Source: an optimization exercise on an open RTL-to-GDS flow (aim: small area). Production flows keep margins and buffers that such runs may drop.
Function was checked by simulation only, so behaviour that the tests miss may differ from the original.
Power and IR drop assume default switching activity.

<file path="design/flow/config.mk">
export PLATFORM = sky130hd
export DESIGN_NAME = tlb
export DESIGN_NICKNAME = tlb
export VERILOG_FILES = /design/flow/design.v
export SDC_FILE = /design/flow/constraint.sdc
export NUM_CORES = 4
export LEC_CHECK = 0
export CAP_MARGIN = 20
export CORE_MARGIN = 2
export CORE_UTILIZATION = 40
export SLEW_MARGIN = 20
</file>
<file path="design/flow/constraint.sdc">
create_clock -name core_clock -period 12.0 [get_ports {clk}]
set_input_delay 2.4000 -clock core_clock [delete_from_list [all_inputs] [get_ports {clk}]]
set_output_delay 2.4000 -clock core_clock [all_outputs]
set_load 0.01 [all_outputs]
</file>
<file path="design/flow/design.v">
module tlb #(
  parameter XLEN = 64,
  parameter TLB_ENTRIES = 8   
) (
  input  wire             clk,
  input  wire             reset_n,
  input  wire             lookup_valid,       
  input  wire [XLEN-1:0]  lookup_vaddr,       
  input  wire             lookup_is_store,    
  input  wire             lookup_is_fetch,    
  output wire             lookup_hit,         
  output wire [XLEN-1:0]  lookup_paddr,       
  output wire             lookup_page_fault,  
  input  wire             update_valid,       
  input  wire [XLEN-1:0]  update_vpn,         
  input  wire [XLEN-1:0]  update_ppn,         
  input  wire [7:0]       update_pte,         
  input  wire [XLEN-1:0]  update_level,       
  input  wire [1:0]       privilege_mode,     
  input  wire             mstatus_sum,        
  input  wire             mstatus_mxr,        
  input  wire             translation_enabled,  
  input  wire             flush_all,          
  input  wire             flush_vaddr,        
  input  wire [XLEN-1:0]  flush_addr          
);
  localparam PAGE_SHIFT = 12;   
  localparam PTE_V = 0;   
  localparam PTE_R = 1;   
  localparam PTE_W = 2;   
  localparam PTE_X = 3;   
  localparam PTE_U = 4;   
  localparam PTE_G = 5;   
  localparam PTE_A = 6;   
  localparam PTE_D = 7;   
  reg                   tlb_valid [0:TLB_ENTRIES-1];
  reg [XLEN-1:0]        tlb_vpn   [0:TLB_ENTRIES-1];   
  reg [XLEN-1:0]        tlb_ppn   [0:TLB_ENTRIES-1];   
  reg [7:0]             tlb_pte   [0:TLB_ENTRIES-1];   
  reg [XLEN-1:0]        tlb_level [0:TLB_ENTRIES-1];   
  reg [$clog2(TLB_ENTRIES)-1:0] tlb_replace_idx;
  function [XLEN-1:0] get_full_vpn;
    input [XLEN-1:0] vaddr;
    begin
      if (XLEN == 32) begin
        get_full_vpn = {{(XLEN-20){1'b0}}, vaddr[31:12]};
      end else begin
        get_full_vpn = {{(XLEN-27){1'b0}}, vaddr[38:12]};
      end
    end
  endfunction
  reg tlb_hit_found;
  reg [$clog2(TLB_ENTRIES)-1:0] tlb_hit_idx;
  reg [XLEN-1:0] tlb_ppn_out;
  reg [7:0] tlb_pte_out;
  reg [XLEN-1:0] tlb_level_out;
  integer i;
  always @(*) begin
    tlb_hit_found = 0;
    tlb_hit_idx = 0;
    tlb_ppn_out = 0;
    tlb_pte_out = 0;
    tlb_level_out = 0;
    if (translation_enabled && lookup_valid) begin
      for (i = 0; i < TLB_ENTRIES; i = i + 1) begin
        if (tlb_valid[i] && (tlb_vpn[i] == get_full_vpn(lookup_vaddr))) begin
          tlb_hit_found = 1;
          tlb_hit_idx = i[$clog2(TLB_ENTRIES)-1:0];
          tlb_ppn_out = tlb_ppn[i];
          tlb_pte_out = tlb_pte[i];
          tlb_level_out = tlb_level[i];
        end
      end
    end
  end
  assign lookup_hit = tlb_hit_found;
  function check_permission;
    input [7:0] pte_flags;
    input is_store;
    input is_fetch;
    input [1:0] priv_mode;
    input sum;
    input mxr;
    begin
      check_permission = 1;
      if (!pte_flags[PTE_V]) begin
        check_permission = 0;
      end
      else if (!pte_flags[PTE_R] && !pte_flags[PTE_W] && !pte_flags[PTE_X]) begin
        check_permission = 0;   
      end
      else if (pte_flags[PTE_W] && !pte_flags[PTE_R]) begin
        check_permission = 0;
      end
      else if (priv_mode == 2'b00) begin   
        if (!pte_flags[PTE_U]) begin
          check_permission = 0;   
        end
      end
      else if (priv_mode == 2'b01) begin   
        if (pte_flags[PTE_U] && !sum) begin
          check_permission = 0;   
        end
      end
      if (check_permission) begin
        if (is_fetch) begin
          check_permission = pte_flags[PTE_X];
        end else if (is_store) begin
          check_permission = pte_flags[PTE_W];
        end else begin
          check_permission = pte_flags[PTE_R] || (pte_flags[PTE_X] && mxr);
        end
      end
    end
  endfunction
  wire perm_ok = check_permission(tlb_pte_out, lookup_is_store, lookup_is_fetch,
                                  privilege_mode, mstatus_sum, mstatus_mxr);
  assign lookup_page_fault = tlb_hit_found && !perm_ok;
  function [XLEN-1:0] construct_pa;
    input [XLEN-1:0] ppn;     
    input [XLEN-1:0] vaddr;   
    input [XLEN-1:0] level;   
    begin
      if (XLEN == 32) begin
        case (level)
          0: construct_pa = {ppn[XLEN-PAGE_SHIFT-1:0], vaddr[PAGE_SHIFT-1:0]};      
          1: construct_pa = {ppn[XLEN-PAGE_SHIFT-1:10], vaddr[PAGE_SHIFT+9:0]};     
          default: construct_pa = {ppn[XLEN-PAGE_SHIFT-1:0], vaddr[PAGE_SHIFT-1:0]};
        endcase
      end else begin
        case (level)
          0: construct_pa = {ppn[XLEN-PAGE_SHIFT-1:0], vaddr[PAGE_SHIFT-1:0]};      
          1: construct_pa = {ppn[XLEN-PAGE_SHIFT-1:9], vaddr[PAGE_SHIFT+8:0]};      
          2: construct_pa = {ppn[XLEN-PAGE_SHIFT-1:18], vaddr[PAGE_SHIFT+17:0]};    
          default: construct_pa = {ppn[XLEN-PAGE_SHIFT-1:0], vaddr[PAGE_SHIFT-1:0]};
        endcase
      end
    end
  endfunction
  assign lookup_paddr = construct_pa(tlb_ppn_out, lookup_vaddr, tlb_level_out);
  always @(posedge clk or negedge reset_n) begin
    if (!reset_n) begin
      tlb_replace_idx <= 0;
      for (i = 0; i < TLB_ENTRIES; i = i + 1) begin
        tlb_valid[i] <= 0;
        tlb_vpn[i] <= 0;
        tlb_ppn[i] <= 0;
        tlb_pte[i] <= 0;
        tlb_level[i] <= 0;
      end
    end else begin
      if (flush_all) begin
        for (i = 0; i < TLB_ENTRIES; i = i + 1) begin
          tlb_valid[i] <= 0;
        end
      end else if (flush_vaddr) begin
        for (i = 0; i < TLB_ENTRIES; i = i + 1) begin
          if (tlb_vpn[i] == get_full_vpn(flush_addr)) begin
            tlb_valid[i] <= 0;
          end
        end
      end
      if (update_valid) begin
        tlb_valid[tlb_replace_idx] <= 1;
        tlb_vpn[tlb_replace_idx] <= update_vpn;
        tlb_ppn[tlb_replace_idx] <= update_ppn;
        tlb_pte[tlb_replace_idx] <= update_pte;
        tlb_level[tlb_replace_idx] <= update_level;
        tlb_replace_idx <= tlb_replace_idx + 1;
      end
    end
  end
endmodule
</file>
<file path="design/flow/run.sh">
#!/bin/bash
# synth_recipe.tcl (not shown) runs the flow's synth.tcl, then flattens the netlist and writes it again
# the make line also repeats each setting of config.mk as NAME=value (left out here)
make -C /OpenROAD-flow-scripts/flow DESIGN_CONFIG=/design/flow/config.mk WORK_HOME=/design/flow/orfs CLKGATE_MAP_FILE= SYNTH_SCRIPT=/design/flow/synth_recipe.tcl finish
</file>
==> results of run 1 <==
-- routing by layer --
layer / GRT usage / wire (microns) / vias to the layer above
met5: 0 / 270 / -
met4: 0.07199 / 5775 / 40
met3: 0.05836 / 14420 / 344
met2: 0.3583 / 89380 / 1085
met1: 0.3169 / 86450 / 22400
li1: - / - / 18650
-- through the flow --
| step | area (sq um) | hold slack [ns] |
|---|---|---|
| after floorplan | 66770 | 0.4699 |
| after global placement | 72240 | 0.4782 |
| after detailed placement | 72240 | 0.4846 |
| after CTS | 77690 | 0.4976 |
| after global routing | 77740 | 0.5063 |
| final | 77750 | 0.4964 |
-- where the power goes --
part | switching [uW] | leakage (uW) | total (uW) | internal [uW]
combinational | 1930 | 0.0116 | 4960 | 3030
sequential | 1570 | 0.0180 | 9130 | 7570
clock | 2130 | 0.00266 | 5030 | 2900
total | 5630 | 0.0322 | 19100 | 13500
-- final cells by class --
| class | instances | area share |
|---|---|---|
| clock inverter | 49 | 0.008416 |
| antenna | 9 | 0.0002897 |
| sequential | 1491 | 0.4799 |
| tap | 2189 | 0.03523 |
| multi-input combinational | 3162 | 0.3628 |
| inverter | 20 | 0.0009655 |
| timing repair buffer | 396 | 0.05072 |
| clock buffer | 242 | 0.06170 |
-- registers in the layout, indices dropped and copies added, names as in the netlist --
name / cells
tlb_level: 512
tlb_ppn: 416
tlb_pte: 40
tlb_replace_idx: 3
tlb_valid: 8
tlb_vpn: 512
-- cells in the final DEF (no fill, tap or decap), types with 5 or more instances in the layout --
cell type	n
o31ai_1	5
diode_2	9
clkinv_2	24
nor4_1	171
dfrtp_1	1491
buf_4	75
nor3_1	38
a31oi_1	7
clkbuf_1	38
or4_1	7
nand3_4	5
nand3b_1	10
mux2i_1	73
o21ai_0	140
o21a_1	5
bufinv_16	5
buf_12	13
nand3_1	79
clkinv_16	9
a22o_1	32
clkbuf_8	40
inv_1	20
nand2_1	155
and2_1	22
mux2_2	1498
a211oi_1	5
a21oi_1	150
a222oi_1	21
clkbuf_16	164
xnor2_1	433
ha_1	6
clkdlybuf4s50_1	304
nor2_1	47
o41ai_1	8
o211ai_1	12
nand4_1	148
-- kinds of logic after synthesis --
family | count (synthesis)
xor gates and xnor gates | 434
and+or+nand+nor | 721
AOI/OAI and AO/OA | 430
DFF | 1491
adders and majority gates | 6
buffers and inverters | 347
muxes | 1571
-- path summary, 6_finish.rpt --
kind,startpoint,slack [ns],cells past startpoint,end
max,lookup_vaddr[28],0.74,15,lookup_paddr[19]
min,tlb_ppn[4][14],0.50,1,tlb_ppn[4][14]
max reg2reg,tlb_replace_idx[2],8.37,5,tlb_ppn[2][46]
min reg2reg,tlb_ppn[4][14],0.50,1,tlb_ppn[4][14]
max in group asynchronous,reset_n,8.22,3,tlb_vpn[1][6]
min in group asynchronous,reset_n,1.55,1,tlb_vpn[7][57]
-- worst reg2reg max path, cell delays in order (launching register included) --
cell     delay, ns
dfrtp_1       0.56
nor2b_1       0.23
nand2_4       0.58
buf_4         0.76
buf_4         0.94
mux2_2        0.45
==> qor.yml, run 1 <==
die:
  dieArea_sq_mm: 0.1702
  die_height_microns: 412.6
  pin_count: 407
  start_util: 0.4038
  rows: 149
  fp.coreArea_sq_mm: 0.1654
  die_w_microns: 412.6
synthesis:
  synth_warnings: 6
  synth_top_family_by_area: "multiplexers"
  synth_mux_area_frac: 0.2636
  synth_ff_type: "dfrtp_1"
  synth.avg_cell_area_sq_um: 13.35
  synth_seq_cells: 1491
  syn_inst: 5000
  synthAdderAreaFrac: 0.001124
  synth_edf_count: 0
  yosysTopAreaCellShare: 0.5588
  syn_nets: 5347
  synthXorXnorAreaFrac: 0.05693
  syn_area_sq_mm: 0.06677
  yosysMostFrequentCell: "mux2_2"
  synth_area_leader_cell: "dfrtp_1"
  yosys-top-cells-area: "dfrtp_1 56%, mux2_2 25%, xnor2_1 5.7%"
  ys_types: 65
  yosysSeqAreaShare: 0.5588
  synth_commonest_cells: "1498 x mux2_2, 1491 x dfrtp_1, 433 x xnor2_1, 225 x clkbuf_1, 172 x nor4_1"
  synthSimpleGateAreaFrac: 0.05860
  synthArstFlopShare: 1.000
  synth-compound-area-share: 0.03973
clock_tree:
  cts_tree: "yes"
  clockRootBuffer: "clkbuf_16"
  postCtsSetupRepairBufs: 0
  clk_latency_ns: 0.82
  cts_hold_buf: 0
  path_clk_slew_ns: 0.06
  cts_inserted_buffers: 163
  clock-sinks: 1491
  clock_path_buffers: 3
  htree_levels: 4
  cts_resized: 0
grt:
  antenna_found_initial: 40
  grt_usage: 0.2308
  grt_pass1_wl_microns: 292700
  first_global_vias: 43610
  grt_start_max_net_pins: 179
  grt_overflow: 0
placement:
  gp_congestion: 0.9456
  preCtsSetupSlack_ns: 0.9629
  portBuffers: 305
  dp_hpwl_microns: 126600
  dp.cells: 7257
sta:
  finalCriticalPeriod_ns: 11.26
  max_freq_mhz: 88.83
  rsz0062_at_grt: "no"
  layout_setup_ws_ns: 0.7429
  relSlewSlack: 0.1841
  skew_ns: 0.04277
  setup_violations: 0
  tightest_slew_ns: 1.224
  finalHoldViolCount: 0
  final_max_slew_viol_count: 0
  final.setup.tns_ns: 0
  timing.final.crit_share: 0.9381
detailed_routing:
  vias: 42520
  ant_nets: 0
  drc_errors: 0
  wirelength_microns: 196300
  drtIter0Drc: 3309
  drt-pass1-iter-count: 5
  routed_via_density: 5.626
  avgRoutedWirePerCell_microns: 25.97
setup_path:
  crit_family: "simple AND/OR/NAND/NOR gates"
  arrival_ns: 8.86
  worstPathMaxFanout: 16
  critPathRequiredTime_ns: 9.60
  cp_slowest_stage_delay_ns: 0.86
  crit_buf_inv: 4
  cp-start-kind: "primary input"
  cp_cell_sequence: "clkdlybuf4s50_1 > buf_4 > xnor2_1 > nand4_1 > nor3_1 > nand3_4 > nand2_1 > nor2_1 > a2111o_1 > a2111oi_2 > a31oi_1 > nor3_4 > buf_4 > mux2_2 > clkdlybuf4s50_1"
  crit_type: "in -> out"
  end_kind: "output port"
  crit_slowest_cell: "clkdlybuf4s50_1"
status:
  status: "timing/DRC/antenna clean"
power_and_ir_drop:
  ir_worst_vdd_mv: 0.1674
  p_per_area_mw_per_mm2: 246.0
  power_uw: 19130
  p_leak_uw: 0.03222
final_layout:
  synthToLayoutAreaGrowth_pct: 16.45
  final_layout_size_suffix_gt1_frac: 0.3504
  instances_no_fill: 7558
  regArea_sq_mm: 0.03731
  nets: 5581
  multiInputGateArea_sq_mm: 0.02821
  fillers: 14750
  post-route-util: 0.4702
hold_path:
  hp-class: "reg -> reg"
flow_run:
  cap_viol_max_count: 0
==> run 2, diff against run 1 <==
==> design/flow/design.v (replaced) <==
module tlb #(
  parameter XLEN = 64,
  parameter TLB_ENTRIES = 8   
) (
  input  wire             clk,
  input  wire             reset_n,
  input  wire             lookup_valid,       
  input  wire [XLEN-1:0]  lookup_vaddr,       
  input  wire             lookup_is_store,    
  input  wire             lookup_is_fetch,    
  output wire             lookup_hit,         
  output wire [XLEN-1:0]  lookup_paddr,       
  output wire             lookup_page_fault,  
  input  wire             update_valid,       
  input  wire [XLEN-1:0]  update_vpn,         
  input  wire [XLEN-1:0]  update_ppn,         
  input  wire [7:0]       update_pte,         
  input  wire [XLEN-1:0]  update_level,       
  input  wire [1:0]       privilege_mode,     
  input  wire             mstatus_sum,        
  input  wire             mstatus_mxr,        
  input  wire             translation_enabled,  
  input  wire             flush_all,          
  input  wire             flush_vaddr,        
  input  wire [XLEN-1:0]  flush_addr          
);
  localparam NE = 8;
  reg  [NE-1:0] tlb_valid;
  reg  [26:0]   tlb_vpn  [0:NE-1];
  reg  [51:0]   tlb_ppn  [0:NE-1];
  reg  [3:0]    tlb_perm [0:NE-1];   
  reg  [1:0]    tlb_lvl  [0:NE-1];   
  reg  [2:0]    tlb_replace_idx;
  wire upd_vpn_ok = ~|update_vpn[63:27];
  wire upd_lvl_hi0 = ~|update_level[63:2];
  wire upd_l1 = upd_lvl_hi0 & (update_level[1:0] == 2'd1);
  wire upd_l2 = upd_lvl_hi0 & (update_level[1:0] == 2'd2);
  wire pv = update_pte[0], pr = update_pte[1], pw = update_pte[2];
  wire px = update_pte[3], pu = update_pte[4];
  wire upd_bad = ~pv | (~pr & ~pw & ~px) | (pw & ~pr);
  wire [3:0] upd_perm = {pu, px, pw | upd_bad, pr & ~upd_bad};
  wire [1:0] upd_lvl  = {upd_l2, upd_l1 | upd_l2};
  wire          lk_en = lookup_valid & translation_enabled;
  wire [26:0]   lk_vpn = lookup_vaddr[38:12];
  wire [26:0]   fl_vpn = flush_addr[38:12];
  wire [NE-1:0] match;
  wire [NE-1:0] fmatch;
  genvar g;
  generate
    for (g = 0; g < NE; g = g + 1) begin : g_cmp
      assign match[g]  = lk_en & tlb_valid[g] & (tlb_vpn[g] == lk_vpn);
      assign fmatch[g] = (tlb_vpn[g] == fl_vpn);
    end
  endgenerate
  wire [NE-1:0] sel;
  assign sel[NE-1] = match[NE-1];
  generate
    for (g = 0; g < NE-1; g = g + 1) begin : g_sel
      assign sel[g] = match[g] & ~|match[NE-1:g+1];
    end
  endgenerate
  reg [51:0] s_ppn;
  reg [3:0]  s_perm;
  reg [1:0]  s_lvl;
  integer i;
  always @(*) begin
    s_ppn  = 52'd0;
    s_perm = 4'd0;
    s_lvl  = 2'd0;
    for (i = 0; i < NE; i = i + 1) begin
      s_ppn  = s_ppn  | ({52{sel[i]}} & tlb_ppn[i]);
      s_perm = s_perm | ({4{sel[i]}}  & tlb_perm[i]);
      s_lvl  = s_lvl  | ({2{sel[i]}}  & tlb_lvl[i]);
    end
  end
  wire hit = |match;
  assign lookup_hit = hit;
  wire fr = s_perm[0], fw = s_perm[1], fx = s_perm[2], fu = s_perm[3];
  wire f_bad = fw & ~fr;
  wire mode_ok = (privilege_mode == 2'b00) ? fu :
                 (privilege_mode == 2'b01) ? (~fu | mstatus_sum) : 1'b1;
  wire acc_ok = lookup_is_fetch ? fx :
                lookup_is_store ? fw : (fr | (fx & mstatus_mxr));
  wire perm_ok = ~f_bad & mode_ok & acc_ok;
  assign lookup_page_fault = hit & ~perm_ok;
  assign lookup_paddr[11:0]  = lookup_vaddr[11:0];
  assign lookup_paddr[20:12] = s_lvl[0] ? lookup_vaddr[20:12] : s_ppn[8:0];
  assign lookup_paddr[29:21] = s_lvl[1] ? lookup_vaddr[29:21] : s_ppn[17:9];
  assign lookup_paddr[63:30] = s_ppn[51:18];
  always @(posedge clk or negedge reset_n) begin
    if (!reset_n) begin
      tlb_replace_idx <= 3'd0;
      tlb_valid <= {NE{1'b0}};
    end else begin
      for (i = 0; i < NE; i = i + 1) begin
        if (update_valid && tlb_replace_idx == i)
          tlb_valid[i] <= upd_vpn_ok;
        else if (flush_all || (flush_vaddr && fmatch[i]))
          tlb_valid[i] <= 1'b0;
      end
      if (update_valid)
        tlb_replace_idx <= tlb_replace_idx + 3'd1;
    end
  end
  always @(posedge clk) begin
    for (i = 0; i < NE; i = i + 1) begin
      if (update_valid && tlb_replace_idx == i) begin
        tlb_vpn[i]  <= update_vpn[26:0];
        tlb_ppn[i]  <= update_ppn[51:0];
        tlb_perm[i] <= upd_perm;
        tlb_lvl[i]  <= upd_lvl;
      end
    end
  end
endmodule
==> run 2 against run 1 <==
Sequential power down 66%; hold slack better by 0.055 ns; wire length decreased by 51%; fmax increased by 7.3%; clock power shrank 56%; first-iteration DRC count shrank 36%; synthesized cell count is 61% lower; critical path depth down 2.
==> qor.yml, run 2 <==
grt:
  grt_overflow: 0  # unchanged
  grt_start_max_net_pins: 68  # was 179
  first_global_vias: 18410  # was 43610
  grt_usage: 0.2484  # was 0.2308
  antenna_found_initial: 14  # was 40
  grt_pass1_wl_microns: 135900  # was 292700 microns
flow_run:
  cap_viol_max_count: 0  # unchanged
sta:
  final_max_slew_viol_count: 0  # unchanged
  relSlewSlack: 0.2372  # was 0.1841
  tightest_slew_ns: 1.141  # was 1.224 ns
  skew_ns: 0.03709  # was 0.04277 ns
  finalCriticalPeriod_ns: 10.49  # was 11.26 ns
  rsz0062_at_grt: "no"  # unchanged
  max_freq_mhz: 95.33  # was 88.83 MHz
  finalHoldViolCount: 0  # unchanged
  setup_violations: 0  # unchanged
  final.setup.tns_ns: 0  # unchanged
  timing.final.crit_share: 0.8742  # was 0.9381
final_layout:
  synthToLayoutAreaGrowth_pct: 21.26  # was 16.45%
  mostFrequentLayoutCells: "680 x edfxtp_1, 305 x clkdlybuf4s50_1, 227 x xnor2_1"  # was 1498 x mux2_2, 1491 x dfrtp_1, 433 x xnor2_1
  regMostFlops: "tlb_ppn"
  final_layout_size_suffix_gt1_frac: 0.08003  # was 0.3504
  nets: 2598  # was 5581
  reg_top3: "tlb_ppn (416), tlb_vpn (216), tlb_perm (32)"  # was tlb_level (512), tlb_vpn (512), tlb_ppn (416)
  largest_reg_flops: 416
  fillers: 6189  # was 14750
  post-route-util: 0.4912  # was 0.4702
  final_common_cell: "edfxtp_1"  # was mux2_2
clock_tree:
  postCtsSetupRepairBufs: 0  # unchanged
  cts_resized: 0  # unchanged
  cts_tree: "yes"  # unchanged
  clk_latency_ns: 0.62  # was 0.82 ns
  cts_inserted_buffers: 74  # was 163
  clock-sinks: 691  # was 1491
  cts_hold_buf: 0  # unchanged
  path_clk_slew_ns: 0.06  # about the same
  clockRootBuffer: "clkbuf_16"  # unchanged
  clock_path_buffers: 3  # unchanged
  htree_levels: 3  # was 4
die:
  die_height_microns: 276.0  # was 412.6 microns
  pin_count: 407  # unchanged
  rows: 99  # was 149
  dieArea_sq_mm: 0.07620  # was 0.1702 sq mm
  die_w_microns: 276.0  # was 412.6 microns
  fp.coreArea_sq_mm: 0.07308  # was 0.1654 sq mm
  start_util: 0.4051  # was 0.4038
power_and_ir_drop:
  pwr-share-comb: 0.116  # was 0.260
  p_sw_frac: 0.2534  # was 0.2944
  p_clk_frac: 0.365  # was 0.263
  p_per_area_mw_per_mm2: 167.8  # was 246.0 mW/mm^2
  seqPwrFrac: 0.519  # was 0.478
  switchingPower_uw: 1527  # was 5630 uW
  ir_worst_vdd_mv: 0.1371  # was 0.1674 mV
  p_leak_uw: 0.01141  # was 0.03222 uW
  power_uw: 6024  # was 19130 uW
  p_int_uw: 4497  # was 13500 uW
setup_path:
  worstPathMaxFanout: 46  # was 16
  crit_buf_inv: 4  # unchanged
  cp_cell_sequence: "clkdlybuf4s50_1 > xor2_1 > nor4_1 > nand4_1 > nor4_2 > inv_1 > nor3_4 > buf_4 > a22oi_1 > and3_1 > nand2b_1 > a31oi_1 > clkdlybuf4s50_1"  # was clkdlybuf4s50_1 > buf_4 > xnor2_1 > nand4_1 > nor3_1 > nand3_4 > nand2_1 > nor2_1 > a2111o_1 > a2111oi_2 > a31oi_1 > nor3_4 > buf_4 > mux2_2 > clkdlybuf4s50_1
  cp-start-kind: "primary input"  # unchanged
  end_kind: "output port"  # unchanged
  arrival_ns: 8.09  # was 8.86 ns
  critPathMostFrequentCell: "clkdlybuf4s50_1"
  critPathRequiredTime_ns: 9.60  # about the same
  cp_slowest_stage_delay_ns: 0.98  # was 0.86 ns
  crit_family: "simple AND/OR/NAND/NOR gates"  # unchanged
  crit_type: "in -> out"  # unchanged
  crit_slowest_cell: "clkdlybuf4s50_1"  # unchanged
synthesis:
  syn_nets: 2310  # was 5347
  yosys-top-cells-area: "edfxtp_1 69%, xnor2_1 6.7%, xor2_1 6.1%"  # was dfrtp_1 56%, mux2_2 25%, xnor2_1 5.7%
  synth_ff_type: "edfxtp_1"  # was dfrtp_1
  synth_commonest_cells: "680 x edfxtp_1, 227 x xnor2_1, 205 x xor2_1, 131 x nand2_1, 115 x nand3_1"  # was 1498 x mux2_2, 1491 x dfrtp_1, 433 x xnor2_1, 225 x clkbuf_1, 172 x nor4_1
  synth_warnings: 5  # was 6
  synth_area_leader_cell: "edfxtp_1"  # was dfrtp_1
  ys_types: 49  # was 65
  yosysSeqAreaShare: 0.6991  # was 0.5588
  yosysMostFrequentCell: "edfxtp_1"  # was mux2_2
  syn_area_sq_mm: 0.02960  # was 0.06677 sq mm
  synth.avg_cell_area_sq_um: 15.08  # was 13.35 sq um
  yosysTopAreaCellShare: 0.6898  # was 0.5588
  syn_inst: 1963  # was 5000
  synth_seq_cells: 691  # was 1491
  synthArstFlopShare: 0.01592  # was 1.000
  synth_edf_count: 680  # was 0
detailed_routing:
  wirelength_microns: 96780  # was 196300 microns
  drt-pass1-iter-count: 19  # was 5
  routed_via_density: 5.699  # was 5.626
  drtIter0Drc: 2133  # was 3309
  ant_nets: 0  # unchanged
  avgRoutedWirePerCell_microns: 29.68  # was 25.97 microns
  vias: 18590  # was 42520
  drc_errors: 0  # unchanged
placement:
  portBuffers: 305  # unchanged
  dp_hpwl_microns: 62700  # was 126600 microns
  gp_congestion: 0.9356  # was 0.9456
hold_path:
  hp-class: "reg -> reg"  # unchanged
status:
  status: "timing/DRC/antenna clean"  # unchanged
run 2: changes by cell type in the layout (fill, tap and decap cells not counted), moves of 41 or more:
cell	previous run	this run
nor4_1	171	82
mux2_2	1498	3
clkbuf_16	164	75
dfrtp_1	1491	11
nand4_1	148	75
a21oi_1	150	67
o21ai_0	140	10
edfxtp_1	0	680
a221oi_1	2	55
nor2_1	47	6
xor2_1	1	205
xnor2_1	433	227
mux2i_1	73	0
run 2: cell families after synthesis:
| family | synth area share |
|---|---|
| DFF | 0.6991 |
| adders and majority gates | 0.002536 |
| buffers and inverters | 0.02346 |
| AOI/OAI and AO/OA | 0.05262 |
| xor gates and xnor gates | 0.1278 |
| and+or+nand+nor | 0.08420 |
| muxes | 0.01027 |
run 2: cell type report:
cell class,instances,area (sq um),area share
Antenna cell,3,7.507,0.0002091
Tap cell,959,1200,0.03343
Sequential cell,691,20690,0.5765
Timing Repair Buffer,345,3353,0.09341
Inverter,9,33.78,0.0009411
Clock buffer,91,1977,0.05507
Clock inverter,33,340.3,0.009481
Multi-Input combinational cell,1130,8290,0.2310
run 2: worst register-to-register path, stage by stage (launching register included):
cell and delay (ns):
dfrtp_1 0.45, nor2b_1 0.24, and2_4 0.56, buf_4 0.90
run 2: stage by stage:
stage	hold WS (ns)	setup WS, ns	instance area [sq um]	std cells
5_1_grt	0.5691	1.409	35900	3261
2_1_floorplan	0.4936	4.620	29600	1963
6_report	0.5512	1.510	35900	3261
3_3_place_gp	0.5202	1.301	33560	3134
4_1_cts	0.5489	1.544	35880	3258
3_5_place_dp	0.5413	1.571	33570	3134
run 2: path summary, 6_finish.rpt:
| check | depth (start not counted) | from | endpoint | slack, ns |
|---|---|---|---|---|
| max in group asynchronous | 1 | reset_n | tlb_valid[0] | 9.01 |
| setup reg to reg | 3 | tlb_replace_idx[2] | tlb_vpn[0][7] | 9.36 |
| setup / recovery | 13 | lookup_vaddr[35] | lookup_page_fault | 1.51 |
| hold reg to reg | 1 | tlb_replace_idx[0] | tlb_replace_idx[0] | 0.55 |
| hold / removal | 1 | tlb_replace_idx[0] | tlb_replace_idx[0] | 0.55 |
| min in group asynchronous | 1 | reset_n | tlb_valid[2] | 2.34 |
run 2: power groups by stage:
stage / Sequential, uW / Clock [uW] / Combinational (uW)
6_report: 3130 / 2200 / 700
2_1_floorplan: 3170 / 0 / 348
3_5_place_dp: 3170 / 0 / 699
3_3_place_gp: 3160 / 0 / 696
4_1_cts: 3130 / 2230 / 703
5_1_grt: 3150 / 2320 / 738
run 2: per-layer routing:
| layer | share of wire | vias up | global-route usage |
|---|---|---|---|
| met5 | 0.0014 | - | 0 |
| met3 | 0.081 | 141 | 0.05924 |
| li1 | - | 8097 | - |
| met1 | 0.41 | 9496 | 0.3328 |
| met2 | 0.48 | 832 | 0.4031 |
| met4 | 0.027 | 20 | 0.07314 |
==> run 3, diff against run 2 <==
--- a/design/flow/design.v
+++ b/design/flow/design.v
@@ -28,8 +28,7 @@
   reg  [NE-1:0] tlb_valid;
   reg  [26:0]   tlb_vpn  [0:NE-1];
   reg  [51:0]   tlb_ppn  [0:NE-1];
-  reg  [3:0]    tlb_perm [0:NE-1];   
-  reg  [1:0]    tlb_lvl  [0:NE-1];   
+  reg  [3:0]    tlb_kind [0:NE-1];   
   reg  [2:0]    tlb_replace_idx;
   wire upd_vpn_ok = ~|update_vpn[63:27];
   wire upd_lvl_hi0 = ~|update_level[63:2];
@@ -38,8 +37,10 @@
   wire pv = update_pte[0], pr = update_pte[1], pw = update_pte[2];
   wire px = update_pte[3], pu = update_pte[4];
   wire upd_bad = ~pv | (~pr & ~pw & ~px) | (pw & ~pr);
-  wire [3:0] upd_perm = {pu, px, pw | upd_bad, pr & ~upd_bad};
-  wire [1:0] upd_lvl  = {upd_l2, upd_l1 | upd_l2};
+  wire [3:0] upd_perm = {pu & ~upd_bad, px & ~upd_bad, pw | upd_bad, pr & ~upd_bad};
+  wire       upd_sup  = upd_l1 | upd_l2;
+  wire [3:0] upd_kind = upd_sup ? {upd_l2, 3'b110} : upd_perm;
+  wire [51:0] upd_ppn = {update_ppn[51:4], upd_sup ? upd_perm : update_ppn[3:0]};
   wire          lk_en = lookup_valid & translation_enabled;
   wire [26:0]   lk_vpn = lookup_vaddr[38:12];
   wire [26:0]   fl_vpn = flush_addr[38:12];
@@ -60,19 +61,19 @@
     end
   endgenerate
   reg [51:0] s_ppn;
-  reg [3:0]  s_perm;
-  reg [1:0]  s_lvl;
+  reg [3:0]  s_kind;
   integer i;
   always @(*) begin
     s_ppn  = 52'd0;
-    s_perm = 4'd0;
-    s_lvl  = 2'd0;
+    s_kind = 4'd0;
     for (i = 0; i < NE; i = i + 1) begin
       s_ppn  = s_ppn  | ({52{sel[i]}} & tlb_ppn[i]);
-      s_perm = s_perm | ({4{sel[i]}}  & tlb_perm[i]);
-      s_lvl  = s_lvl  | ({2{sel[i]}}  & tlb_lvl[i]);
+      s_kind = s_kind | ({4{sel[i]}}  & tlb_kind[i]);
     end
   end
+  wire       s_sup  = ~s_kind[0] & s_kind[1] & s_kind[2];   
+  wire       s_l2   = s_sup & s_kind[3];
+  wire [3:0] s_perm = s_sup ? s_ppn[3:0] : s_kind;
   wire hit = |match;
   assign lookup_hit = hit;
   wire fr = s_perm[0], fw = s_perm[1], fx = s_perm[2], fu = s_perm[3];
@@ -84,8 +85,8 @@
   wire perm_ok = ~f_bad & mode_ok & acc_ok;
   assign lookup_page_fault = hit & ~perm_ok;
   assign lookup_paddr[11:0]  = lookup_vaddr[11:0];
-  assign lookup_paddr[20:12] = s_lvl[0] ? lookup_vaddr[20:12] : s_ppn[8:0];
-  assign lookup_paddr[29:21] = s_lvl[1] ? lookup_vaddr[29:21] : s_ppn[17:9];
+  assign lookup_paddr[20:12] = s_sup ? lookup_vaddr[20:12] : s_ppn[8:0];
+  assign lookup_paddr[29:21] = s_l2 ? lookup_vaddr[29:21] : s_ppn[17:9];
   assign lookup_paddr[63:30] = s_ppn[51:18];
   always @(posedge clk or negedge reset_n) begin
     if (!reset_n) begin
@@ -106,9 +107,8 @@
     for (i = 0; i < NE; i = i + 1) begin
       if (update_valid && tlb_replace_idx == i) begin
         tlb_vpn[i]  <= update_vpn[26:0];
-        tlb_ppn[i]  <= update_ppn[51:0];
-        tlb_perm[i] <= upd_perm;
-        tlb_lvl[i]  <= upd_lvl;
+        tlb_ppn[i]  <= upd_ppn;
+        tlb_kind[i] <= upd_kind;
       end
     end
   end
==> design/flow/flow/run.sh (new file) <==
#!/bin/bash
bash standard.sh > standard.log 2>&1
==> design/flow/standard.sh (new file) <==
#!/bin/bash
# synth_recipe.tcl (not shown) runs the flow's synth.tcl, then flattens the netlist and writes it again
# the make line also repeats each setting of config.mk as NAME=value (left out here)
make -C /OpenROAD-flow-scripts/flow DESIGN_CONFIG=/design/flow/config.mk WORK_HOME=/design/flow/orfs CLKGATE_MAP_FILE= SYNTH_SCRIPT=/design/flow/synth_recipe.tcl "${@:-finish}"
removed: design/flow/run.sh
==> run 3 against run 2 <==
Sequential power shrank 2%; register-to-register slack gained 0.08 ns; die area fell by 0.85%; synthesized area down 0.86%; synthesized cell count increased by 0.31%; critical endpoint is now lookup_paddr[25].
==> qor.yml, run 3 <==
placement:
  portBuffers: 305  # unchanged
  dp.cells: 3143  # was 3134
  gp_congestion: 0.9412  # was 0.9356
  dp_hpwl_microns: 60860  # was 62700 microns
detailed_routing:
  drc_errors: 0  # unchanged
  vias: 18590  # about the same
  drt-pass1-iter-count: 5  # was 19
  ant_nets: 0  # unchanged
  drtIter0Drc: 1991  # was 2133
  avgRoutedWirePerCell_microns: 28.60  # was 29.68 microns
  routed_via_density: 5.671  # was 5.699
  wirelength_microns: 93760  # was 96780 microns
grt:
  grt_start_max_net_pins: 89  # was 68
  antenna_found_initial: 15  # was 14
  first_global_vias: 18690  # was 18410
  grt_usage: 0.2440  # was 0.2484
  grt_pass1_wl_microns: 131000  # was 135900 microns
  grt_overflow: 0  # unchanged
sta:
  final.setup.tns_ns: 0  # unchanged
  finalHoldViolCount: 0  # unchanged
  timing.final.crit_share: 0.8858  # was 0.8742
  relSlewSlack: 0.2421  # was 0.2372
  skew_ns: 0.02635  # was 0.03709 ns
  rsz0062_at_grt: "no"  # unchanged
  max_freq_mhz: 94.07  # was 95.33 MHz
  finalCriticalPeriod_ns: 10.63  # was 10.49 ns
  final_max_slew_viol_count: 0  # unchanged
  tightest_slew_ns: 1.131  # was 1.141 ns
  setup_violations: 0  # unchanged
final_layout:
  final_layout_size_suffix_gt1_frac: 0.07467  # was 0.08003
  reg_top3: "tlb_ppn (416), tlb_vpn (216), tlb_kind (32)"  # was tlb_ppn (416), tlb_vpn (216), tlb_perm (32)
  final_common_cell: "edfxtp_1"  # unchanged
  largest_reg_flops: 416  # unchanged
  nets: 2605  # was 2598
  fillers: 6250  # was 6189
  synthToLayoutAreaGrowth_pct: 21.30  # was 21.26%
  regMostFlops: "tlb_ppn"  # unchanged
  instances_no_fill: 3278  # was 3261
  mostFrequentLayoutCells: "664 x edfxtp_1, 305 x clkdlybuf4s50_1, 241 x xnor2_1"  # was 680 x edfxtp_1, 305 x clkdlybuf4s50_1, 227 x xnor2_1
synthesis:
  syn_area_sq_mm: 0.02935  # was 0.02960 sq mm
  synth_ff_type: "edfxtp_1"  # unchanged
  yosysSeqAreaShare: 0.6888  # was 0.6991
  synth_edf_count: 664  # was 680
  ys_types: 75  # was 49
  yosys-top-cells-area: "edfxtp_1 68%, xnor2_1 7.2%, xor2_1 5.8%"  # was edfxtp_1 69%, xnor2_1 6.7%, xor2_1 6.1%
  yosysTopAreaCellShare: 0.6794  # was 0.6898
  synth_area_leader_cell: "edfxtp_1"  # unchanged
  yosysMostFrequentCell: "edfxtp_1"  # unchanged
  synth_commonest_cells: "664 x edfxtp_1, 241 x xnor2_1, 193 x xor2_1, 128 x nand2_1, 91 x a22oi_1"  # was 680 x edfxtp_1, 227 x xnor2_1, 205 x xor2_1, 131 x nand2_1, 115 x nand3_1
  syn_inst: 1969  # was 1963
  synth.avg_cell_area_sq_um: 14.90  # was 15.08 sq um
  synth_seq_cells: 675  # was 691
  syn_nets: 2316  # was 2310
  synthArstFlopShare: 0.01630  # was 0.01592
  synth_warnings: 4  # was 5
die:
  die_height_microns: 274.9  # was 276.0 microns
  pin_count: 407  # unchanged
  die_w_microns: 274.9  # was 276.0 microns
  start_util: 0.4029  # was 0.4051
  rows: 99  # unchanged
  fp.coreArea_sq_mm: 0.07283  # was 0.07308 sq mm
  dieArea_sq_mm: 0.07555  # was 0.07620 sq mm
power_and_ir_drop:
  ir_worst_vdd_mv: 0.1329  # was 0.1371 mV
  p_leak_uw: 0.01125  # was 0.01141 uW
  power_uw: 5957  # was 6024 uW
  p_per_area_mw_per_mm2: 167.3  # was 167.8 mW/mm^2
hold_path:
  hp-class: "reg -> reg"  # unchanged
  min_from: "tlb_replace_idx[0]"  # unchanged
  min_path_cells: 1  # unchanged
  holdPathEnd: "tlb_replace_idx[0]"  # unchanged
setup_path:
  end_kind: "output port"  # unchanged
  crit_type: "in -> out"  # unchanged
  r2r-end: "tlb_ppn[2][0]"  # was tlb_vpn[0][7]
  cp_slowest_stage_delay_ns: 0.75  # was 0.98 ns
  cp-start-kind: "primary input"  # unchanged
  critPathRequiredTime_ns: 9.60  # about the same
  crit_slowest_cell: "clkdlybuf4s50_1"  # unchanged
  crit_family: "simple AND/OR/NAND/NOR gates"  # unchanged
  worstPathMaxFanout: 20  # was 46
  crit_buf_inv: 4  # unchanged
  cp_cell_sequence: "clkdlybuf4s50_1 > xnor2_1 > nand4_1 > nor3_1 > and3_2 > nor3_1 > buf_4 > a21boi_0 > a2111oi_2 > nor3_2 > o21ai_2 > buf_4 > nor2_1 > a31oi_1 > clkdlybuf4s50_1"  # was clkdlybuf4s50_1 > xor2_1 > nor4_1 > nand4_1 > nor4_2 > inv_1 > nor3_4 > buf_4 > a22oi_1 > and3_1 > nand2b_1 > a31oi_1 > clkdlybuf4s50_1
  r2r-start: "tlb_replace_idx[2]"  # unchanged
  reg2reg_slack_ns: 9.44  # was 9.36 ns
  reg2regPathDepth: 3  # unchanged
  arrival_ns: 8.23  # was 8.09 ns
flow_run:
  cap_viol_max_count: 0  # unchanged
clock_tree:
  cts_hold_buf: 0  # unchanged
  cts_inserted_buffers: 72  # was 74
  htree_levels: 3  # unchanged
  clk_latency_ns: 0.63  # was 0.62 ns
  postCtsSetupRepairBufs: 0  # unchanged
  clock-sinks: 675  # was 691
  cts_tree: "yes"  # unchanged
  clockRootBuffer: "clkbuf_16"  # unchanged
  path_clk_slew_ns: 0.05  # was 0.06 ns
  clock_path_buffers: 3  # unchanged
  cts_resized: 0  # unchanged
status:
  status: "timing/DRC/antenna clean"  # unchanged
[run 3: area by class of cell]
class	count	area [sq um]	share of cell area
diodes	2	5.005	0.0001406
clock buffers	91	1914	0.05377
clock inverters	42	449.2	0.01262
inverters	16	60.06	0.001687
multi-input cells	1154	8448	0.2373
flip-flops and latches	675	20210	0.5678
well taps	959	1200	0.03371
repair buffers	339	3308	0.09293
[run 3: metrics by stage]
step	worst slack, ns	hold slack, ns	cell area, sq um	util
2_1_floorplan	4.347	0.4915	29350	-
3_3_place_gp	1.477	0.5153	33230	0.4562
3_5_place_dp	1.420	0.5194	33230	0.4562
4_1_cts	1.400	0.5275	35590	0.4887
5_1_grt	1.275	0.5427	35590	0.4887
6_report	1.370	0.5269	35600	0.4888
[run 3: report_power, final]
part           leakage (uW)  total (uW)  switching, uW  internal (uW)
clock network       0.00113        2220            944           1270
logic               0.00394         680            456            224
registers           0.00618        3060            117           2940
[run 3: per-layer routing]
metal,wire (microns),vias to the layer above,track usage
met3,8641,189,0.06057
met4,3737,16,0.09061
met2,44590,850,0.4023
met5,99,-,0
li1,-,8122,-
met1,36690,9414,0.3123
[run 3: worst max-delay path by stage]
| stage | from | to | slack, ns | cells after the start |
|---|---|---|---|---|
| after floorplan | lookup_vaddr[36] | lookup_paddr[28] | 4.35 | 13 |
| after global placement | lookup_vaddr[33] | lookup_paddr[25] | 1.48 | 15 |
| after detailed placement | lookup_vaddr[33] | lookup_paddr[25] | 1.42 | 15 |
| after CTS | lookup_vaddr[33] | lookup_paddr[25] | 1.40 | 15 |
| after global routing | lookup_vaddr[33] | lookup_paddr[25] | 1.28 | 15 |
| final | lookup_vaddr[33] | lookup_paddr[25] | 1.37 | 15 |
[run 3: kinds of logic (layout without fill, tap and decap cells)]
logic type	Yosys count	in the layout	share of synthesized area
and+or+nand+nor	434	434	0.08139
adders and majority gates	6	6	0.002558
other	0	2	0
DFF	675	675	0.6888
muxes	15	15	0.005670
xor gates and xnor gates	434	434	0.1295
AOI/OAI and AO/OA	265	265	0.06681
buffers and inverters	140	488	0.02524
==> run 4, diff against run 3 <==
==> design/flow/flow/run.sh (replaced) <==
#!/bin/bash
# Standard ORFS layout with two changes that only affect area:
#  - ports are buffered with the smallest buffer (sky130_fd_sc_hd__buf_1)
#  - CTS uses small leaf clock buffers in clusters of at most 9 flip-flops,
#    and inserts no dummy loads
# Each step's full log stays in orfs/logs/; make's own output goes to make.log.
set -euo pipefail
bash standard.sh \
  BUFFER_PORTS_ARGS="-buffer_cell sky130_fd_sc_hd__buf_1" \
  CTS_ARGS="-sink_clustering_enable -repair_clock_nets -dont_use_dummy_load -buf_list {sky130_fd_sc_hd__clkbuf_4} -root_buf sky130_fd_sc_hd__clkbuf_16 -tree_buf sky130_fd_sc_hd__clkbuf_8 -sink_clustering_size 9 -sink_clustering_max_diameter 80" \
  finish > make.log 2>&1
==> run 4 against run 3 <==
Critical path depth is 1 lower; sequential power hardly changed; sequential cell count stayed put; critical path type unchanged; fmax is 6.7% higher; combinational power is 6.8% lower; global-route usage is 0.12 points higher; first-iteration DRC count is 9.9% lower; largest power group unchanged; count of clock-buffer cells in the layout is 7 lower; hold slack better by 0.023 ns; worst setup slack better by 0.67 ns; utilization is 4.6 points lower; register-to-register slack worse by 0.09 ns.
==> qor.yml, run 4 <==
clock_tree:
  clk_latency_ns: 0.61  # was 0.63 ns
  postCtsSetupRepairBufs: 0  # unchanged
  cts_tree: "yes"  # unchanged
  path_clk_slew_ns: 0.09  # was 0.05 ns
  htree_levels: 3  # unchanged
  cts_hold_buf: 0  # unchanged
  clockRootBuffer: "clkbuf_16"  # unchanged
  cts_resized: 0  # unchanged
  cts_inserted_buffers: 84  # was 72
  clock-sinks: 675  # unchanged
  clock_path_buffers: 3  # unchanged
detailed_routing:
  dr.max_layer_used: "met5"  # unchanged
  wl_met1_microns: 36750  # was 36690 microns
  vias: 18830  # was 18590
  avgRoutedWirePerCell_microns: 28.92  # was 28.60 microns
  drtIter0Drc: 1794  # was 1991
  wirelength_microns: 93830  # was 93760 microns
  routed_via_density: 5.805  # was 5.671
  drt-pass1-iter-count: 5  # unchanged
  route.met2.wl_microns: 44610  # was 44590 microns
  ant_nets: 0  # unchanged
  wl_met3_microns: 8589  # was 8641 microns
  drc_errors: 0  # unchanged
synthesis:
  ys_types: 75  # unchanged
  synth_ff_type: "edfxtp_1"  # unchanged
  synth_commonest_cells: "664 x edfxtp_1, 241 x xnor2_1, 193 x xor2_1, 128 x nand2_1, 91 x a22oi_1"  # unchanged
  synth_edf_count: 664  # unchanged
  synth_area_leader_cell: "edfxtp_1"  # unchanged
  yosysTopAreaCellShare: 0.6794  # unchanged
  syn_nets: 2316  # unchanged
  yosysSeqAreaShare: 0.6888  # unchanged
  synth_warnings: 4  # unchanged
  yosys-top-cells-area: "edfxtp_1 68%, xnor2_1 7.2%, xor2_1 5.8%"  # unchanged
  yosysMostFrequentCell: "edfxtp_1"  # unchanged
  syn_area_sq_mm: 0.02935  # unchanged
  synth.avg_cell_area_sq_um: 14.90  # unchanged
  syn_inst: 1969  # unchanged
  synth_seq_cells: 675  # unchanged
  synthArstFlopShare: 0.01630  # unchanged
final_layout:
  reg_top3: "tlb_ppn (416), tlb_vpn (216), tlb_kind (32)"  # unchanged
  fillers: 6592  # was 6250
  mostFrequentLayoutCells: "664 x edfxtp_1, 305 x buf_1, 241 x xnor2_1"  # was 664 x edfxtp_1, 305 x clkdlybuf4s50_1, 241 x xnor2_1
  final_common_cell: "edfxtp_1"  # unchanged
  design_area_sq_mm: 0.03222  # was 0.03560 sq mm
  regMostFlops: "tlb_ppn"  # unchanged
  synthToLayoutAreaGrowth_pct: 9.785  # was 21.30%
  nets: 2630  # was 2605
  post-route-util: 0.4423  # was 0.4888
  final_layout_size_suffix_gt1_frac: 0.07672  # was 0.07467
  largest_reg_flops: 416  # unchanged
setup_path:
  crit_type: "in -> out"  # unchanged
  crit_family: "simple AND/OR/NAND/NOR gates"  # unchanged
  cp_slowest_stage_delay_ns: 0.93  # was 0.75 ns
  arrival_ns: 7.56  # was 8.23 ns
  reg2reg_slack_ns: 9.35  # was 9.44 ns
  end_kind: "output port"  # unchanged
  crit_buf_inv: 4  # unchanged
  r2r-start: "tlb_replace_idx[0]"  # was tlb_replace_idx[2]
  worstPathMaxFanout: 54  # was 20
  cp_cell_sequence: "buf_1 > xor2_1 > nor4_1 > nand2_1 > nor3_4 > buf_4 > or4b_4 > nor2_4 > buf_4 > and2_1 > o21ai_2 > nor2_1 > a31oi_1 > buf_1"  # was clkdlybuf4s50_1 > xnor2_1 > nand4_1 > nor3_1 > and3_2 > nor3_1 > buf_4 > a21boi_0 > a2111oi_2 > nor3_2 > o21ai_2 > buf_4 > nor2_1 > a31oi_1 > clkdlybuf4s50_1
  critPathRequiredTime_ns: 9.60  # about the same
  crit_slowest_cell: "nor4_1"  # was clkdlybuf4s50_1
  crit_start: "lookup_vaddr[31]"  # was lookup_vaddr[33]
  cp-start-kind: "primary input"  # unchanged
status:
  status: "timing/DRC/antenna clean"  # unchanged
power_and_ir_drop:
  pwr-share-comb: 0.131  # was 0.114
  switchingPower_uw: 1327  # was 1517 uW
  ir_worst_vdd_mv: 0.09790  # was 0.1329 mV
  p_sw_frac: 0.2730  # was 0.2547
  power_uw: 4860  # was 5957 uW
  p_leak_uw: 0.009835  # was 0.01125 uW
  p_int_uw: 3533  # was 4439 uW
  seqPwrFrac: 0.629  # was 0.513
  p_clk_frac: 0.241  # was 0.372
  p_per_area_mw_per_mm2: 150.8  # was 167.3 mW/mm^2
grt:
  grt_overflow: 0  # unchanged
  first_global_vias: 18710  # was 18690
  grt_usage: 0.2452  # was 0.2440
  grt_pass1_wl_microns: 131000  # about the same
  antenna_found_initial: 15  # unchanged
  grt_start_max_net_pins: 83  # was 89
hold_path:
  hp-class: "reg -> reg"  # unchanged
  min_from: "tlb_replace_idx[0]"  # unchanged
sta:
  relSlewSlack: 0.2014  # was 0.2421
  tightest_slew_ns: 1.198  # was 1.131 ns
  finalHoldViolCount: 0  # unchanged
  final.setup.tns_ns: 0  # unchanged
  rsz0062_at_grt: "no"  # unchanged
  finalCriticalPeriod_ns: 9.958  # was 10.63 ns
  holdWs_ns: 0.5496  # was 0.5269 ns
  max_freq_mhz: 100.4  # was 94.07 MHz
  final_max_slew_viol_count: 0  # unchanged
  setup_violations: 0  # unchanged
  timing.final.crit_share: 0.8298  # was 0.8858
  skew_ns: 0.04380  # was 0.02635 ns
die:
  rows: 99  # unchanged
  die_w_microns: 274.9  # unchanged
  start_util: 0.4029  # unchanged
  die_height_microns: 274.9  # unchanged
  fp.coreArea_sq_mm: 0.07283  # unchanged
  dieArea_sq_mm: 0.07555  # unchanged
  pin_count: 407  # unchanged
placement:
  postPlaceCellArea_sq_mm: 0.03142  # was 0.03323 sq mm
  dp_hpwl_microns: 62050  # was 60860 microns
  portBuffers: 305  # unchanged
  gp_congestion: 0.9585  # was 0.9412
flow_run:
  cap_viol_max_count: 0  # unchanged
run 4: kinds of logic after synthesis:
logic type      count (synthesis)  share of synthesized area
compound gates                265                    0.06681
xor+xnor                      434                     0.1295
fa+ha+maj                       6                   0.002558
buf+inv                       140                    0.02524
flops                         675                     0.6888
mux                            15                   0.005670
simple gates                  434                    0.08139
run 4: per-layer routing:
| layer | track usage | vias up |
|---|---|---|
| met1 | 0.3136 | 9566 |
| met2 | 0.4057 | 918 |
| met5 | 0 | - |
| met4 | 0.09203 | 22 |
| met3 | 0.05865 | 196 |
| li1 | - | 8129 |
run 4: through the flow:
stage / instances / setup WS [ns]
6_report: 3244 / 2.042
5_1_grt: 3243 / 1.828
4_1_cts: 3240 / 2.134
3_5_place_dp: 3156 / 2.136
3_3_place_gp: 3156 / 2.176
2_1_floorplan: 1969 / 4.347
run 4: area by class of cell:
type	count	area, sq um	share of cell area
clock buffer	84	788.3	0.02447
tap	959	1200	0.03724
multi-input combinational	1154	8448	0.2622
antenna	4	10.01	0.0003107
sequential	675	20210	0.6274
inverter	16	60.06	0.001864
timing repair buffer	352	1498	0.04649
run 4: power groups by stage:
| stage | Clock [uW] | Combinational [uW] | Sequential, uW |
|---|---|---|---|
| 3_3_place_gp | 0 | 629 | 3090 |
| 3_5_place_dp | 0 | 635 | 3110 |
| 6_report | 1170 | 634 | 3050 |
| 5_1_grt | 1280 | 670 | 3080 |
| 4_1_cts | 1200 | 638 | 3050 |
| 2_1_floorplan | 0 | 352 | 3100 |
run 4: worst paths after layout:
| path | to | cells after the start |
|---|---|---|
| max | lookup_paddr[29] | 14 |
| min reg2reg | tlb_replace_idx[0] | 1 |
| max reg2reg | tlb_valid[6] | 5 |
| min in group asynchronous | tlb_valid[0] | 1 |
| max in group asynchronous | tlb_replace_idx[0] | 1 |
| min | tlb_replace_idx[0] | 1 |
==> run 5, diff against run 4 <==
--- a/design/flow/config.mk
+++ b/design/flow/config.mk
@@ -7,5 +7,5 @@
 export LEC_CHECK = 0
 export CAP_MARGIN = 20
 export CORE_MARGIN = 2
-export CORE_UTILIZATION = 40
+export CORE_UTILIZATION = 70
 export SLEW_MARGIN = 20
==> run 5 against run 4 <==
Hold slack improved by 0.021 ns; sequential cell count did not move; register-to-register slack worse by 0.02 ns; clock skew decreased by 0.0040 ns; critical path type unchanged.
==> qor.yml, run 5 <==
status:
  status: "timing/DRC/antenna clean"  # unchanged
sta:
  tightest_slew_ns: 1.163  # was 1.198 ns
  final.setup.tns_ns: 0  # unchanged
  setup_violations: 0  # unchanged
  holdWs_ns: 0.5704  # was 0.5496 ns
  timing.final.crit_share: 0.8323  # was 0.8298
  rsz0062_at_grt: "no"  # unchanged
  max_freq_mhz: 100.1  # was 100.4 MHz
  finalHoldViolCount: 0  # unchanged
  final_max_slew_viol_count: 0  # unchanged
  skew_ns: 0.03982  # was 0.04380 ns
  finalCriticalPeriod_ns: 9.987  # was 9.958 ns
  relSlewSlack: 0.2175  # was 0.2014
synthesis:
  synthSimpleGateAreaFrac: 0.08139  # unchanged
  synth_warnings: 4  # unchanged
  synth_mux_area_frac: 0.005670  # unchanged
  synthXorXnorAreaFrac: 0.1295  # unchanged
  syn_area_sq_mm: 0.02935  # unchanged
  synth_edf_count: 664  # unchanged
  yosys-top-cells-area: "edfxtp_1 68%, xnor2_1 7.2%, xor2_1 5.8%"  # unchanged
  synth_seq_cells: 675  # unchanged
  syn_nets: 2316  # unchanged
  synthArstFlopShare: 0.01630  # unchanged
  synthAdderAreaFrac: 0.002558  # unchanged
  ys_types: 75  # unchanged
  synth_ff_type: "edfxtp_1"  # unchanged
  yosysTopAreaCellShare: 0.6794  # unchanged
  yosysSeqAreaShare: 0.6888  # unchanged
  yosysMostFrequentCell: "edfxtp_1"  # unchanged
  synth-compound-area-share: 0.06681  # unchanged
  syn_inst: 1969  # unchanged
  synth.avg_cell_area_sq_um: 14.90  # unchanged
  synth_top_family_by_area: "XOR/XNOR gates"  # unchanged
  synth_commonest_cells: "664 x edfxtp_1, 241 x xnor2_1, 193 x xor2_1, 128 x nand2_1, 91 x a22oi_1"  # unchanged
  synth_area_leader_cell: "edfxtp_1"  # unchanged
clock_tree:
  postCtsSetupRepairBufs: 0  # unchanged
  path_clk_slew_ns: 0.10  # was 0.09 ns
  cts_resized: 0  # unchanged
  cts_hold_buf: 0  # unchanged
  clock_path_buffers: 3  # unchanged
  clk_latency_ns: 0.60  # was 0.61 ns
  clock-sinks: 675  # unchanged
  cts_inserted_buffers: 84  # unchanged
  cts_tree: "yes"  # unchanged
  htree_levels: 3  # unchanged
  clockRootBuffer: "clkbuf_16"  # unchanged
placement:
  portBuffers: 305  # unchanged
  dp_hpwl_microns: 56300  # was 62050 microns
  gp_congestion: 1.023  # was 0.9585
  postPlaceCellArea_sq_mm: 0.03084  # was 0.03142 sq mm
detailed_routing:
  avgRoutedWirePerCell_microns: 30.34  # was 28.92 microns
  wirelength_microns: 85450  # was 93830 microns
  routed_via_density: 6.730  # was 5.805
  drc_errors: 0  # unchanged
  ant_nets: 0  # unchanged
  drtIter0Drc: 2762  # was 1794
  drt-pass1-iter-count: 5  # unchanged
  vias: 18950  # was 18830
setup_path:
  cp-start-kind: "primary input"  # unchanged
  crit_buf_inv: 3  # was 4
  reg2reg_slack_ns: 9.33  # was 9.35 ns
  worstPathMaxFanout: 25  # was 54
  end_kind: "output port"  # unchanged
  crit_slowest_cell: "nor4_1"  # unchanged
  cp_slowest_stage_delay_ns: 0.77  # was 0.93 ns
  critPathRequiredTime_ns: 9.60  # about the same
  critPathMostFrequentCell: "buf_1"
  crit_family: "simple AND/OR/NAND/NOR gates"  # unchanged
  cp_cell_sequence: "buf_1 > buf_4 > xor2_1 > nor4_1 > nand3_1 > or3_1 > nor4b_4 > and2_2 > a222oi_1 > nor3b_1 > a221oi_1 > a211oi_1 > o31a_1 > buf_1"  # was buf_1 > xor2_1 > nor4_1 > nand2_1 > nor3_4 > buf_4 > or4b_4 > nor2_4 > buf_4 > and2_1 > o21ai_2 > nor2_1 > a31oi_1 > buf_1
  arrival_ns: 7.59  # was 7.56 ns
  crit_type: "in -> out"  # unchanged
final_layout:
  final_common_cell: "edfxtp_1"  # unchanged
  mostFrequentLayoutCells: "664 x edfxtp_1, 305 x buf_1, 241 x xnor2_1"  # unchanged
  synthToLayoutAreaGrowth_pct: 7.823  # was 9.785%
  nets: 2624  # was 2630
  regMostFlops: "tlb_ppn"  # unchanged
  design_area_sq_mm: 0.03164  # was 0.03222 sq mm
  largest_reg_flops: 416  # unchanged
  fillers: 2564  # was 6592
  reg_top3: "tlb_ppn (416), tlb_vpn (216), tlb_kind (32)"  # unchanged
  final_layout_size_suffix_gt1_frac: 0.07429  # was 0.07672
grt:
  antenna_found_initial: 3  # was 15
  grt_usage: 0.3915  # was 0.2452
  grt_overflow: 0  # unchanged
  grt_pass1_wl_microns: 120800  # was 131000 microns
  grt_start_max_net_pins: 59  # was 83
  first_global_vias: 18330  # was 18710
power_and_ir_drop:
  switchingPower_uw: 1295  # was 1327 uW
  p_sw_frac: 0.2683  # was 0.2730
  p_clk_frac: 0.236  # was 0.241
  p_per_area_mw_per_mm2: 152.5  # was 150.8 mW/mm^2
  p_int_uw: 3532  # was 3533 uW
  pwr-share-comb: 0.131  # about the same
  ir_worst_vdd_mv: 0.1294  # was 0.09790 mV
  p_leak_uw: 0.009806  # was 0.009835 uW
  seqPwrFrac: 0.633  # was 0.629
hold_path:
  hp-class: "reg -> reg"  # unchanged
flow_run:
  cap_viol_max_count: 0  # unchanged
die:
  die_height_microns: 208.8  # was 274.9 microns
  rows: 75  # was 99
  pin_count: 407  # unchanged
  start_util: 0.7044  # was 0.4029
  dieArea_sq_mm: 0.04358  # was 0.07555 sq mm
  die_w_microns: 208.8  # was 274.9 microns
  fp.coreArea_sq_mm: 0.04167  # was 0.07283 sq mm
==> run 5: cell counts after synthesis <==
No cell type changed its count.
==> run 5: worst reg2reg max path: stages (launching register included) <==
cell      delay (ns)
edfxtp_1        0.45
xnor2_1         0.38
nand4_1         0.18
nor4_1          1.01
nand4_1         0.28
nand3b_1        0.15
o21ai_0         0.08
==> run 5: through the flow <==
stage | util | setup WS (ns) | instances | power, uW
floorplan | - | 4.347 | 1969 | 3448
global placement | 0.7403 | 2.246 | 2730 | 3698
detailed placement | 0.7403 | 2.252 | 2730 | 3725
CTS | 0.7592 | 2.263 | 2814 | 4821
global route | 0.7594 | 1.920 | 2815 | 4963
finish | 0.7595 | 2.013 | 2816 | 4827
==> run 5: logic make-up (layout without fill, tap and decap cells) <==
kind of cell,Yosys count,in the layout
xor+xnor,434,434
buf+inv,140,446
fa+ha+maj,6,6
other cells,0,2
simple gates,434,434
mux,15,15
flops,675,675
compound gates,265,265
==> run 5: path summary, 6_finish.rpt <==
check,startpoint,endpoint,cells past startpoint
max in group asynchronous,reset_n,tlb_valid[4],1
setup / recovery,lookup_vaddr[18],lookup_page_fault,14
setup reg to reg,tlb_vpn[7][13],tlb_valid[7],6
hold reg to reg,tlb_replace_idx[0],tlb_replace_idx[0],1
min in group asynchronous,reset_n,tlb_valid[1],1
hold / removal,tlb_replace_idx[0],tlb_replace_idx[0],1
==> run 5: power by group through the flow <==
stage,Sequential (uW),Clock (uW),Combinational [uW]
2_1_floorplan,3100,0,352
3_3_place_gp,3090,0,612
3_5_place_dp,3100,0,622
4_1_cts,3050,1150,625
5_1_grt,3070,1230,660
6_report,3050,1140,634
==> run 5: area by class of cell <==
type                            count  area (sq um)  share of cell area
Sequential cell                   675         20210              0.6388
Multi-Input combinational cell   1154          8448              0.2670
Timing Repair Buffer              346          1453             0.04591
Clock buffer                       84         788.3             0.02491
Tap cell                          539         674.4             0.02131
Inverter                           16         60.06            0.001898
Antenna cell                        2         5.005           0.0001582
==> run 5: per-layer routing <==
layer  share of wire  wire (microns)  GRT usage  up-vias
li1                -               -          -     8097
met1            0.36           30740     0.5209     9346
met2            0.47           40080     0.6110     1263
met3            0.12            9840    0.09543      243
met4           0.056            4762     0.1995        4
met5         0.00033              28          0        -
==> run 6, diff against run 5 <==
==> design/flow/flow/run.sh (replaced) <==
#!/bin/bash
# Standard ORFS layout with two changes that only affect area:
#  - ports are buffered with the smallest buffer (sky130_fd_sc_hd__buf_1)
#  - CTS uses small clock buffers and inserts no dummy loads
# Each step's full log stays in orfs/logs/; make's own output goes to make.log.
set -euo pipefail
bash standard.sh \
  BUFFER_PORTS_ARGS="-buffer_cell sky130_fd_sc_hd__buf_1" \
  CTS_ARGS="-sink_clustering_enable -repair_clock_nets -dont_use_dummy_load -buf_list {sky130_fd_sc_hd__clkbuf_4 sky130_fd_sc_hd__clkbuf_8}" \
  finish > make.log 2>&1
--- a/design/flow/config.mk
+++ b/design/flow/config.mk
@@ -7,5 +7,5 @@
 export LEC_CHECK = 0
 export CAP_MARGIN = 20
 export CORE_MARGIN = 2
-export CORE_UTILIZATION = 70
+export CORE_UTILIZATION = 40
 export SLEW_MARGIN = 20
==> run 6 against run 5 <==
First-iteration DRC count shrank 34%; count of clock-buffer cells in the layout grew 25; utilization shrank 31 points; largest power group unchanged; synthesized cell count is the same; critical path type unchanged; sequential cell count is the same; hold slack lost 0.027 ns; total power grew 9.6%; non-clock buffer count grew 6; sequential share of layout area shrank 2.5 points; wire length grew 9.8%; fmax grew 1.1%; combinational power is essentially flat.
==> qor.yml, run 6 <==
synthesis:
  synthArstFlopShare: 0.01630  # unchanged
  ys_types: 75  # unchanged
  synth_edf_count: 664  # unchanged
  syn_area_sq_mm: 0.02935  # unchanged
  synth_seq_cells: 675  # unchanged
  synth_commonest_cells: "664 x edfxtp_1, 241 x xnor2_1, 193 x xor2_1, 128 x nand2_1, 91 x a22oi_1"  # unchanged
  yosysSeqAreaShare: 0.6888  # unchanged
  synth_ff_type: "edfxtp_1"  # unchanged
  syn_inst: 1969  # unchanged
sta:
  holdWs_ns: 0.5435  # was 0.5704 ns
  relSlewSlack: 0.1818  # was 0.2175
  rsz0062_at_grt: "no"  # unchanged
  final_max_slew_viol_count: 0  # unchanged
  max_freq_mhz: 101.2  # was 100.1 MHz
  skew_ns: 0.08753  # was 0.03982 ns
  finalCriticalPeriod_ns: 9.879  # was 9.987 ns
  timing.final.crit_share: 0.8232  # was 0.8323
  tightest_slew_ns: 1.227  # was 1.163 ns
  finalHoldViolCount: 0  # unchanged
die:
  rows: 99  # was 75
  die_height_microns: 274.9  # was 208.8 microns
  die_w_microns: 274.9  # was 208.8 microns
  dieArea_sq_mm: 0.07555  # was 0.04358 sq mm
final_layout:
  nets: 2655  # was 2624
  final_layout_size_suffix_gt1_frac: 0.08716  # was 0.07429
  largest_reg_flops: 416  # unchanged
  mostFrequentLayoutCells: "664 x edfxtp_1, 304 x buf_1, 241 x xnor2_1"  # was 664 x edfxtp_1, 305 x buf_1, 241 x xnor2_1
  post-route-util: 0.4521  # was 0.7595
  final_common_cell: "edfxtp_1"  # unchanged
  instances_no_fill: 3268  # was 2816
  reg_top3: "tlb_ppn (416), tlb_vpn (216), tlb_kind (32)"  # unchanged
  regMostFlops: "tlb_ppn"  # unchanged
  synthToLayoutAreaGrowth_pct: 12.21  # was 7.823%
setup_path:
  crit_buf_inv: 4  # was 3
  end_kind: "output port"  # unchanged
  cp_slowest_stage_delay_ns: 0.88  # was 0.77 ns
  reg2reg_slack_ns: 9.33  # about the same
  crit_slowest_cell: "nor4_1"  # unchanged
  worstPathMaxFanout: 54  # was 25
  arrival_ns: 7.48  # was 7.59 ns
  cp_cell_sequence: "buf_1 > xor2_1 > nor4_1 > nand2_1 > nor3_4 > buf_4 > or4b_4 > nor2_4 > buf_4 > and2_1 > o21ai_2 > nor2_1 > a31oi_1 > buf_1"  # was buf_1 > buf_4 > xor2_1 > nor4_1 > nand3_1 > or3_1 > nor4b_4 > and2_2 > a222oi_1 > nor3b_1 > a221oi_1 > a211oi_1 > o31a_1 > buf_1
  cp-start-kind: "primary input"  # unchanged
  critPathRequiredTime_ns: 9.60  # about the same
  crit_family: "simple AND/OR/NAND/NOR gates"  # unchanged
  crit_type: "in -> out"  # unchanged
detailed_routing:
  drtIter0Drc: 1811  # was 2762
  drc_errors: 0  # unchanged
  drt-pass1-iter-count: 7  # was 5
  wirelength_microns: 93790  # was 85450 microns
  vias: 18820  # was 18950
grt:
  grt_usage: 0.2452  # was 0.3915
  grt_start_max_net_pins: 83  # was 59
  grt_pass1_wl_microns: 131200  # was 120800 microns
  antenna_found_initial: 15  # was 3
  grt_overflow: 0  # unchanged
  first_global_vias: 18880  # was 18330
placement:
  portBuffers: 305  # unchanged
  gp_congestion: 0.9585  # was 1.023
power_and_ir_drop:
  ir_worst_vdd_mv: 0.09232  # was 0.1294 mV
  p_per_area_mw_per_mm2: 160.6  # was 152.5 mW/mm^2
clock_tree:
  cts_inserted_buffers: 109  # was 84
  clk_latency_ns: 0.75  # was 0.60 ns
  clockRootBuffer: "clkbuf_8"  # was clkbuf_16
  htree_levels: 3  # unchanged
  postCtsSetupRepairBufs: 0  # unchanged
  cts_hold_buf: 0  # unchanged
  cts_resized: 0  # unchanged
  path_clk_slew_ns: 0.05  # was 0.10 ns
  clock_path_buffers: 3  # unchanged
status:
  status: "timing/DRC/antenna clean"  # unchanged
flow_run:
  cap_viol_max_count: 0  # unchanged
-- run 6: layer usage --
layer  part of all wire  vias to the layer above  GRT usage
met5             0.0017                        -          0
met4              0.038                       24    0.08933
met3              0.088                      207    0.06014
met2               0.48                      874     0.4089
met1               0.39                     9584     0.3110
li1                   -                     8130          -
-- run 6: stage by stage --
stage | setup slack, ns | area [sq um] | total power, uW
2_1_floorplan | 4.347 | 29350 | 3448
3_3_place_gp | 2.176 | 31410 | 3720
3_5_place_dp | 2.136 | 31420 | 3740
4_1_cts | 2.134 | 32920 | 5323
5_1_grt | 1.886 | 32930 | 5467
6_report | 2.121 | 32930 | 5290
-- run 6: kinds of logic after synthesis --
family	count (synthesis)	synth area share
DFF	675	0.6888
xor gates and xnor gates	434	0.1295
and+or+nand+nor	434	0.08139
AOI/OAI and AO/OA	265	0.06681
buffers and inverters	140	0.02524
muxes	15	0.005670
adders and majority gates	6	0.002558
-- run 6: report_power, final --
part           total [uW]  internal, uW  switching (uW)
Sequential           3060          2940             120
Combinational         635           173             462
Clock                1590           793             798
-- run 6: layout make-up --
class                           instances  area [sq um]
Antenna cell                            3         7.507
Clock buffer                          109          1500
Fill cell                            6538         39910
Inverter                               16         60.06
Multi-Input combinational cell       1154          8448
Sequential cell                       675         20210
Tap cell                              959          1200
Timing Repair Buffer                  352          1499
-- run 6: path summary, 6_finish.rpt --
| kind | from | to | depth (start not counted) |
|---|---|---|---|
| setup / recovery | lookup_vaddr[31] | lookup_paddr[29] | 14 |
| hold / removal | tlb_replace_idx[0] | tlb_replace_idx[0] | 1 |
| setup reg to reg | tlb_replace_idx[0] | tlb_valid[6] | 5 |
| hold reg to reg | tlb_replace_idx[0] | tlb_replace_idx[0] | 1 |
| max in group asynchronous | reset_n | tlb_valid[2] | 1 |
| min in group asynchronous | reset_n | tlb_replace_idx[1] | 1 |

Re-timed with assumed drivers on the ports (clkbuf_16 on the clock, buf_2 on other inputs), run 6 has 2.089 ns of setup slack against 2.121 ns with ideal ports, and 2.089 ns once port delays also move by the mid clock arrival of 0.755 ns.
